This is an optimization exercise on Yosys and OpenROAD, whose aim is small area, a short achievable clock period and few clock cycles, not a production implementation. In this exercise RTL edits were held to simulation tests only and were not proved equivalent to the original.

Setup of alpha:
Design ntt_intt_top_reg, start of the top module:
module ntt_intt_top_reg (
    input  wire        clk,
    input  wire        rst,
    input  wire        start,
    input  wire        mode,       
    output wire        done,
    output wire [7:0]  bram_addr_a,
    output wire        bram_we_a,
    output wire [15:0] bram_din_a,
    input  wire [15:0] bram_dout_a,
    output wire [7:0]  bram_addr_b,
    output wire        bram_we_b,
    output wire [15:0] bram_din_b,
    input  wire [15:0] bram_dout_b
);
    localparam [12:0] Q = 13'd3329;
    function [10:0] zrom(input [6:0] k);
    begin
      case (k)
      7'd0: zrom = 11'd1044;
      7'd1: zrom = 11'd758;
      7'd2: zrom = 11'd359;
      7'd3: zrom = 11'd1517;
      7'd4: zrom = 11'd1493;
      7'd5: zrom = 11'd1422;
      7'd6: zrom = 11'd287;
      7'd7: zrom = 11'd202;
      7'd8: zrom = 11'd171;
      7'd9: zrom = 11'd622;
      7'd10: zrom = 11'd1577;
      7'd11: zrom = 11'd182;
      7'd12: zrom = 11'd962;
      7'd13: zrom = 11'd1202;
      7'd14: zrom = 11'd1474;
      7'd15: zrom = 11'd1468;
      7'd16: zrom = 11'd573;
      7'd17: zrom = 11'd1325;
      7'd18: zrom = 11'd264;
      7'd19: zrom = 11'd383;
      7'd20: zrom = 11'd829;
      7'd21: zrom = 11'd1458;
  ...
For scale: about 2,700 cells after synthesis, about 290 flip-flops.
Settings: LEC_CHECK=0, ABC_AREA=1, CAP_MARGIN=20, CORE_MARGIN=2, CORE_UTILIZATION=40, CTS_CLUSTER_DIAMETER=150, CTS_CLUSTER_SIZE=20, PLACE_DENSITY=0.6, SLEW_MARGIN=20, SYNTH_MEMORY_MAX_BITS=4096; clock period 18.0 ns.
standard.sh (not shown) runs the stock make flow with config.mk's settings and CLKGATE_MAP_FILE= SYNTH_SCRIPT=/design/flow/synth_recipe.tcl, a recipe that flattens the netlist after the stock synthesis.
==> flow/flow/run.sh <==
#!/bin/bash
# The standard layout (the standard.sh, all ORFS steps unchanged), except
# that buffer_ports puts a sky130_fd_sc_hd__buf_2 on every input and output
# port instead of the delay cell it picks by default.
set -euo pipefail
export BUFFER_PORTS_ARGS="-buffer_cell sky130_fd_sc_hd__buf_2"
bash standard.sh > standard_flow.log 2>&1
Testbench counts of alpha, summed over its fixed seeds: cycles 30,496.
Inputs modified between alpha and beta:
-- flow/design.v --
<<< alpha, line 351
    reg        wa, la;    
    reg        mode_r;
    reg        we_r;
    reg        done_r;
    reg [7:0]  addr_a_r, addr_b_r;
    reg [6:0]  k0, k1;
>>> beta, line 351
    reg        wa, la;    
    reg        mode_r;
    reg        done_r;    
    reg        we_a_o, we_b_o, done_o;
    reg [7:0]  addr_a_r, addr_b_r;
    reg [6:0]  k0, k1;
<<< alpha, line 367
        la     <= 1'b0;
        mode_r <= 1'b0;
        we_r   <= 1'b0;
        done_r <= 1'b0;
      end else begin
>>> beta, line 367
        la     <= 1'b0;
        mode_r <= 1'b0;
        done_r <= 1'b0;
      end else begin
<<< alpha, line 381
        wa     <= run && (cc >= 8'd8);
        la     <= run && last_s;
        we_r   <= wa;
        done_r <= la;
        if (run) begin
>>> beta, line 380
        wa     <= run && (cc >= 8'd8);
        la     <= run && last_s;
        done_r <= la;
        if (run) begin
<<< alpha, line 398
    end
    always @(posedge clk) begin
      if (run) begin
        xa <= place(pc, cc);
>>> beta, line 396
    end
    always @(posedge clk) begin
      we_a_o <= wa;
      we_b_o <= wa;
      done_o <= la;
      if (run) begin
        xa <= place(pc, cc);
<<< alpha, line 527
    assign bram_addr_a = addr_a_r;
    assign bram_addr_b = addr_b_r;
    assign bram_we_a   = we_r;
    assign bram_we_b   = we_r;
    assign bram_din_a  = {4'd0, o_up};
    assign bram_din_b  = {4'd0, o_dn};
    assign done        = done_r;
endmodule
>>> beta, line 528
    assign bram_addr_a = addr_a_r;
    assign bram_addr_b = addr_b_r;
    assign bram_we_a   = we_a_o;
    assign bram_we_b   = we_b_o;
    assign bram_din_a  = {4'd0, o_up};
    assign bram_din_b  = {4'd0, o_dn};
    assign done        = done_o;
endmodule
==> comparison <==
- Going from alpha to beta, sequential share of layout area grew by 0.24 points; post-layout worst setup margin rose 0.057 ns; non-clock buffer count shows an increase of 2.6%.
- The launching instance or port of the critical path comes out we_r in one run and o_up[0] in the other, namely in alpha and beta respectively.
- From alpha to beta, count of antenna-violating nets left after detailed routing did not move at all.
- Diff beta and alpha: setup slack of the worst register-to-register path lower in beta
- For buffering overhead, beta and alpha come out practically identical.
- Count of clock-buffer cells in the layout: beta vs alpha identical
Testbench counts of beta, summed over its fixed seeds: cycles 30,496.

-- port drivers added, routing unchanged --
How much do the figures lean on ideal ports? The routed layouts below were timed once more, with nothing changed but the port constraints. Step 1 sets driving cells, clkbuf_16 on the clock port and buf_2 on the other inputs (assumed; they add their load-dependent delay and slew). Step 2 times the ports against the registers' clock, not the clock port: input delays grow and output delays shrink by t, the midpoint of the rising clock arrivals with the driver on. Three values: ideal, step 1, step 2; two values: the first two.
run | t, ns | setup WS [ns] | worst setup path after step 2
alpha | 0.563 | 13.357 / 13.304 / 13.661 | input to register
beta | 0.575 | 13.414 / 13.366 / 13.778 | input to register
After both steps every run listed still meets setup and hold.
